What follows belongs to an exercise in optimizing a design on an open flow for small area, a short achievable clock period and few clock cycles per item; a production flow would make more cautious choices.
At most, simulation tests tie the RTL to the original design; equivalence was not proved.

==> flow/design.v <==
module sha_1_core(
    clk,
    rstn,
    din,
    din_vld,
    use_pre_cv,
    sha_1_end,
    busy,
    dout,
    dout_vld
);
input wire clk;
input wire rstn;
input wire [31:0] din;
input wire din_vld;
input wire use_pre_cv;
input wire sha_1_end;
output reg busy;
output wire [159:0] dout;
output reg dout_vld;
localparam [31:0] H0_INIT = 32'h67452301,
                  H1_INIT = 32'hEFCDAB89,
                  H2_INIT = 32'h98BADCFE,
                  H3_INIT = 32'h10325476,
                  H4_INIT = 32'hC3D2E1F0;
reg [6:0] cnt;       
reg hvld;            
reg ivm;             
reg st1;             
reg [3:0] ph;        
wire fch  = ph[0];   
wire fmaj = ph[2];   
reg [4:0] fk;        
wire rot  = |fk;     
reg sr, sa;          
wire last = fk[4];   
reg idle;            
wire start = din_vld & idle;
always @(posedge clk or negedge rstn) begin
    if (!rstn) begin
        cnt      <= 7'd0;
        busy     <= 1'b0;
        idle     <= 1'b1;
        dout_vld <= 1'b0;
        hvld     <= 1'b0;
        st1      <= 1'b0;
        ph       <= 4'b0001;
        fk       <= 5'd0;
        sr       <= 1'b0;
        sa       <= 1'b0;
    end
    else begin
        dout_vld <= last;
        st1      <= start;
        fk       <= {fk[3:0], (cnt == 7'd77)};
        sr       <= (cnt == 7'd77) | fk[0] | fk[1];
        sa       <= fk[2] | fk[3];
        if (start) begin
            ph   <= 4'b0001;
        end
        else if (cnt == 7'd20 || cnt == 7'd40 || cnt == 7'd60) begin
            ph   <= {ph[2:0], 1'b0};
        end
        if (start) begin
            cnt  <= 7'd1;
            busy <= 1'b1;
            idle <= 1'b0;
        end
        else if (last) begin
            cnt  <= 7'd0;
            busy <= 1'b0;
            idle <= 1'b1;
            hvld <= 1'b1;
        end
        else if (!idle) begin
            cnt  <= cnt + 7'd1;
        end
    end
end
reg [31:0] w [0:15];
wire [31:0] w_xor = w[13] ^ w[8] ^ w[2] ^ w[0];
always @(posedge clk) begin
    w[15] <= din_vld ? din : {w_xor[30:0], w_xor[31]};
end
genvar i;
generate
    for (i = 0; i < 15; i = i + 1) begin: gen_w
        always @(posedge clk) w[i] <= w[i+1];
    end
endgenerate
reg [31:0] h0, h1, h2, h3, h4;
wire use_h = use_pre_cv & hvld;
wire [31:0] s1_ = use_h ? h1 : H1_INIT;
wire [31:0] s2_ = use_h ? h2 : H2_INIT;
wire [31:0] s3_ = use_h ? h3 : H3_INIT;
wire [31:0] s4_ = use_h ? h4 : H4_INIT;
wire [31:0] s0_ = ivm ? H0_INIT : h0;
always @(posedge clk) begin
    if (start)
        ivm <= ~use_h;
end
reg [31:0] a, b, c, d;
reg [31:0] pu, pv;
wire [31:0] cb = {b[1:0], b[31:2]};            
wire [31:0] f_ch  = (a & cb) | (~a & c);
wire [31:0] f_par = a ^ cb ^ c;
wire [31:0] f_maj = (a & cb) | (a & c) | (cb & c);
wire [31:0] f = fch ? f_ch : (fmaj ? f_maj : f_par);
wire [31:0] k = ({32{ph[0]}} & 32'h5A827999) | ({32{ph[1]}} & 32'h6ED9EBA1) |
                ({32{ph[2]}} & 32'h8F1BBCDC) | ({32{ph[3]}} & 32'hCA62C1D6);
wire [31:0] s1 = d ^ w[15] ^ k;
wire [31:0] c1 = (d & w[15]) | (d & k) | (w[15] & k);
wire [31:0] c1s = {c1[30:0], 1'b0};
wire [31:0] s2 = f ^ s1 ^ c1s;
wire [31:0] c2 = (f & s1) | (f & c1s) | (s1 & c1s);
wire [31:0] c2s = {c2[30:0], 1'b0};
always @(posedge clk) begin
    pu <= s2 ^ c2s;
    pv <= s2 & c2s;
end
wire [31:0] ra = {a[26:0], a[31:27]};
wire [31:0] s3 = ra ^ pu;
wire [31:0] c3 = pv | (ra & pu);
wire [31:0] a_next = s3 + {c3[30:0], 1'b0};
always @(posedge clk) begin
    if (start) begin
        a <= s1_;
        b <= {s2_[29:0], s2_[31:30]};
        c <= s3_;
        d <= s4_;
    end
    else begin
        if (st1)
            a <= s0_;
        else
            a <= a_next;
        b <= a;
        c <= cb;
        d <= c;
    end
end
wire [31:0] ff_x = ({32{sa}} & a) | ({32{sr}} & {a[1:0], a[31:2]});
reg [4:0] fv;
reg mh;              
reg hr;              
wire rot_nx = (cnt == 7'd77) | fk[0] | fk[1] | fk[2] | fk[3];
always @(posedge clk) begin
    fv <= {fv[3:0], (cnt == 7'd77) & sha_1_end & ivm};
    mh <= rot_nx & sha_1_end & ~ivm;
end
always @(posedge clk or negedge rstn) begin
    if (!rstn)
        hr <= 1'b1;
    else
        hr <= ~rot_nx;
end
wire [31:0] ivk = ({32{fv[0]}} & H4_INIT) | ({32{fv[1]}} & H3_INIT) |
                  ({32{fv[2]}} & H2_INIT) | ({32{fv[3]}} & H1_INIT) |
                  ({32{fv[4]}} & H0_INIT);
wire [31:0] ff_h = ({32{mh}} & h4) | ({32{hr}} & h0) | ivk;
wire [31:0] ff_sum = ff_h + ff_x;
always @(posedge clk) begin
    h0 <= ff_sum;
    if (rot) begin
        h1 <= h0;
        h2 <= h1;
        h3 <= h2;
        h4 <= h3;
    end
end
assign dout = {h0, h1, h2, h3, h4};
endmodule
==> flow/config.mk <==
export PLATFORM = sky130hd
export DESIGN_NAME = sha_1_core
export DESIGN_NICKNAME = sha_1_core
export VERILOG_FILES = /design/flow/design.v
export SDC_FILE = /design/flow/constraint.sdc
export NUM_CORES = 4
export LEC_CHECK = 0
export CAP_MARGIN = 20
export CORE_MARGIN = 2
export CORE_UTILIZATION = 40
export CTS_BUF_LIST = sky130_fd_sc_hd__clkbuf_8 sky130_fd_sc_hd__clkbuf_16
export CTS_CLUSTER_DIAMETER = 70
export CTS_CLUSTER_SIZE = 26
export PLACE_DENSITY = 0.6
export SETUP_SLACK_MARGIN = 3.8
export SLEW_MARGIN = 20
==> flow/constraint.sdc <==
create_clock -name core_clock -period 7.0 [get_ports {clk}]
set_input_delay 1.4000 -clock core_clock [delete_from_list [all_inputs] [get_ports {clk}]]
set_output_delay 1.4000 -clock core_clock [all_outputs]
set_load 0.01 [all_outputs]
standard.sh (not shown) runs the stock make flow with config.mk's settings and CLKGATE_MAP_FILE= SYNTH_SCRIPT=/design/flow/synth_recipe.tcl, a recipe that flattens the netlist after the stock synthesis.
==> flow/flow/run.sh <==
#!/bin/bash
# The standard layout (the standard.sh, synthesis unchanged), with the
# port buffers made from the smallest plain buffer instead of a delay cell.
set -euo pipefail
bash standard.sh "BUFFER_PORTS_ARGS=-buffer_cell sky130_fd_sc_hd__buf_1" finish > standard.log 2>&1
The baseline produced a clean layout.
Next try:
--- a/flow/design.v
+++ b/flow/design.v
@@ -30,6 +30,7 @@
 reg [3:0] ph;        
 wire fch  = ph[0];   
 wire fmaj = ph[2];   
+reg q77;             
 reg [4:0] fk;        
 wire rot  = |fk;     
 reg sr, sa;          
@@ -45,6 +46,7 @@
         hvld     <= 1'b0;
         st1      <= 1'b0;
         ph       <= 4'b0001;
+        q77      <= 1'b0;
         fk       <= 5'd0;
         sr       <= 1'b0;
         sa       <= 1'b0;
@@ -52,8 +54,9 @@
     else begin
         dout_vld <= last;
         st1      <= start;
-        fk       <= {fk[3:0], (cnt == 7'd77)};
-        sr       <= (cnt == 7'd77) | fk[0] | fk[1];
+        q77      <= (cnt == 7'd76);
+        fk       <= {fk[3:0], q77};
+        sr       <= q77 | fk[0] | fk[1];
         sa       <= fk[2] | fk[3];
         if (start) begin
             ph   <= 4'b0001;
@@ -140,13 +143,13 @@
     end
 end
 wire [31:0] ff_x = ({32{sa}} & a) | ({32{sr}} & {a[1:0], a[31:2]});
-reg [4:0] fv;
+reg [4:0] gv;        
 reg mh;              
 reg hr;              
-wire rot_nx = (cnt == 7'd77) | fk[0] | fk[1] | fk[2] | fk[3];
+wire rot_nx = q77 | fk[0] | fk[1] | fk[2] | fk[3];
 always @(posedge clk) begin
-    fv <= {fv[3:0], (cnt == 7'd77) & sha_1_end & ivm};
-    mh <= rot_nx & sha_1_end & ~ivm;
+    gv <= {gv[3:0], (cnt == 7'd76) & ivm};
+    mh <= rot_nx & sha_1_end;
 end
 always @(posedge clk or negedge rstn) begin
     if (!rstn)
@@ -154,10 +157,11 @@
     else
         hr <= ~rot_nx;
 end
-wire [31:0] ivk = ({32{fv[0]}} & H4_INIT) | ({32{fv[1]}} & H3_INIT) |
-                  ({32{fv[2]}} & H2_INIT) | ({32{fv[3]}} & H1_INIT) |
-                  ({32{fv[4]}} & H0_INIT);
-wire [31:0] ff_h = ({32{mh}} & h4) | ({32{hr}} & h0) | ivk;
+wire ld_iv = |gv;
+wire [31:0] ivk = ({32{gv[0]}} & H4_INIT) | ({32{gv[1]}} & H3_INIT) |
+                  ({32{gv[2]}} & H2_INIT) | ({32{gv[3]}} & H1_INIT) |
+                  ({32{gv[4]}} & H0_INIT);
+wire [31:0] ff_h = ({32{mh}} & h4) | ({32{hr}} & h0);
 wire [31:0] ff_sum = ff_h + ff_x;
 always @(posedge clk) begin
     h0 <= ff_sum;
@@ -165,8 +169,11 @@
         h1 <= h0;
         h2 <= h1;
         h3 <= h2;
+    end
+    if (ld_iv)
+        h4 <= ivk;
+    else if (rot)
         h4 <= h3;
-    end
 end
 assign dout = {h0, h1, h2, h3, h4};
 endmodule
Outcome:
- routed wire length rises by a few percent
- final cell count went up slightly
- non-clock buffer count decreases by 25
- fmax is higher by a few percent
- global-route usage climbs by 1.2 points
- setup slack is better by 94 ps
- count of clock-buffer cells in the layout shrinks by 3
- utilization falls by 0.40 points
- sequential share of layout area goes up by 0.28 points
Testbench counts after the change, summed over its fixed seeds: cycles 15,936, blocks 192.
The RTL of the first run of this note was laid out without a check of its function.


Starts from the design.v that is shown in full above.
clock: 7.0 ns
lec_check: 0
cap_margin: 20
core_margin: 2
core_utilization: 40
cts_buf_list: sky130_fd_sc_hd__clkbuf_8 sky130_fd_sc_hd__clkbuf_16
cts_cluster_diameter: 70
cts_cluster_size: 26
place_density: 0.6
setup_slack_margin: 4.1
slew_margin: 20
Scripts as last shown in full above: flow/flow/run.sh
The starting point completed without violations.
Next try:
--- a/flow/design.v
+++ b/flow/design.v
@@ -27,12 +27,13 @@
 reg hvld;            
 reg ivm;             
 reg st1;             
 reg [3:0] ph;        
 wire fch  = ph[0];   
 wire fmaj = ph[2];   
+reg q77;             
 reg [4:0] fk;        
 wire rot  = |fk;     
 reg sr, sa;          
 wire last = fk[4];   
 reg idle;            
 wire start = din_vld & idle;
@@ -42,21 +43,23 @@
         busy     <= 1'b0;
         idle     <= 1'b1;
         dout_vld <= 1'b0;
         hvld     <= 1'b0;
         st1      <= 1'b0;
         ph       <= 4'b0001;
+        q77      <= 1'b0;
         fk       <= 5'd0;
         sr       <= 1'b0;
         sa       <= 1'b0;
     end
     else begin
         dout_vld <= last;
         st1      <= start;
-        fk       <= {fk[3:0], (cnt == 7'd77)};
-        sr       <= (cnt == 7'd77) | fk[0] | fk[1];
+        q77      <= (cnt == 7'd76);
+        fk       <= {fk[3:0], q77};
+        sr       <= q77 | fk[0] | fk[1];
         sa       <= fk[2] | fk[3];
         if (start) begin
             ph   <= 4'b0001;
         end
         else if (cnt == 7'd20 || cnt == 7'd40 || cnt == 7'd60) begin
             ph   <= {ph[2:0], 1'b0};
@@ -137,36 +140,40 @@
         b <= a;
         c <= cb;
         d <= c;
     end
 end
 wire [31:0] ff_x = ({32{sa}} & a) | ({32{sr}} & {a[1:0], a[31:2]});
-reg [4:0] fv;
+reg [4:0] gv;        
 reg mh;              
 reg hr;              
-wire rot_nx = (cnt == 7'd77) | fk[0] | fk[1] | fk[2] | fk[3];
+wire rot_nx = q77 | fk[0] | fk[1] | fk[2] | fk[3];
 always @(posedge clk) begin
-    fv <= {fv[3:0], (cnt == 7'd77) & sha_1_end & ivm};
-    mh <= rot_nx & sha_1_end & ~ivm;
+    gv <= {gv[3:0], (cnt == 7'd76) & ivm};
+    mh <= rot_nx & sha_1_end;
 end
 always @(posedge clk or negedge rstn) begin
     if (!rstn)
         hr <= 1'b1;
     else
         hr <= ~rot_nx;
 end
-wire [31:0] ivk = ({32{fv[0]}} & H4_INIT) | ({32{fv[1]}} & H3_INIT) |
-                  ({32{fv[2]}} & H2_INIT) | ({32{fv[3]}} & H1_INIT) |
-                  ({32{fv[4]}} & H0_INIT);
-wire [31:0] ff_h = ({32{mh}} & h4) | ({32{hr}} & h0) | ivk;
+wire ld_iv = |gv;
+wire [31:0] ivk = ({32{gv[0]}} & H4_INIT) | ({32{gv[1]}} & H3_INIT) |
+                  ({32{gv[2]}} & H2_INIT) | ({32{gv[3]}} & H1_INIT) |
+                  ({32{gv[4]}} & H0_INIT);
+wire [31:0] ff_h = ({32{mh}} & h4) | ({32{hr}} & h0);
 wire [31:0] ff_sum = ff_h + ff_x;
 always @(posedge clk) begin
     h0 <= ff_sum;
     if (rot) begin
         h1 <= h0;
         h2 <= h1;
         h3 <= h2;
+    end
+    if (ld_iv)
+        h4 <= ivk;
+    else if (rot)
         h4 <= h3;
-    end
 end
 assign dout = {h0, h1, h2, h3, h4};
 endmodule
Routed wire length increases by 2.2%.
Die area is higher by about 0.7%.
Utilization rises by 0.91 points.
Worst hold slack loses 0.0077 ns.
Via count is higher by about 2.8%.
Clock skew came out higher by 0.0093 ns.
Count of clock-buffer cells in the layout rose by 2.
Register-to-register slack gains 0.19 ns.
Testbench counts after the change, summed over its fixed seeds: cycles 15,936, blocks 192.
Only the layout flow was run in the first run of this note; the RTL was not checked for function there.

==> afterwards: timing with drivers on the ports <==
The flow's constraints put no driver on any port. The routed layouts listed below were extracted and timed again, unchanged, in two steps. Step 1, drivers: a clkbuf_16 drives clk and a buf_2 each remaining input, both assumed. Step 2 moves the port delays by t, midway between the first and last clock arrival at a register: inputs arrive t later, outputs are due t later. That takes back most of the time a late clock gives input paths. Three values: ideal, step 1, step 2; two values: the first two.
| run | shift t [ns] | slack for setup (ns) | hold WS [ns] | worst setup path at the end | worst data-port slew with drivers (ns) |
|---|---|---|---|---|---|
| the first run of note 1 | 0.685 | 3.683 / 3.683 / 3.217 | 0.328 / 0.328 / 0.328 | input to register | 0.09 |
| the second run of note 1 | 0.671 | 3.778 / 3.778 / 3.316 | 0.329 / 0.329 / 0.329 | input to register | 0.07 |
| the first run of note 2 | 0.675 | 3.668 / 3.668 / 3.537 | 0.329 / 0.329 / 0.329 | input to register | 0.09 |
| the second run of note 2 | 0.678 | 3.859 / 3.859 / 3.554 | 0.321 / 0.321 / 0.321 | input to register | 0.06 |
After both steps every run listed still meets setup and hold. The setup slack of the first run of note 1, which loses most, moves by 0.000 ns with the drivers and by -0.466 ns with both steps.
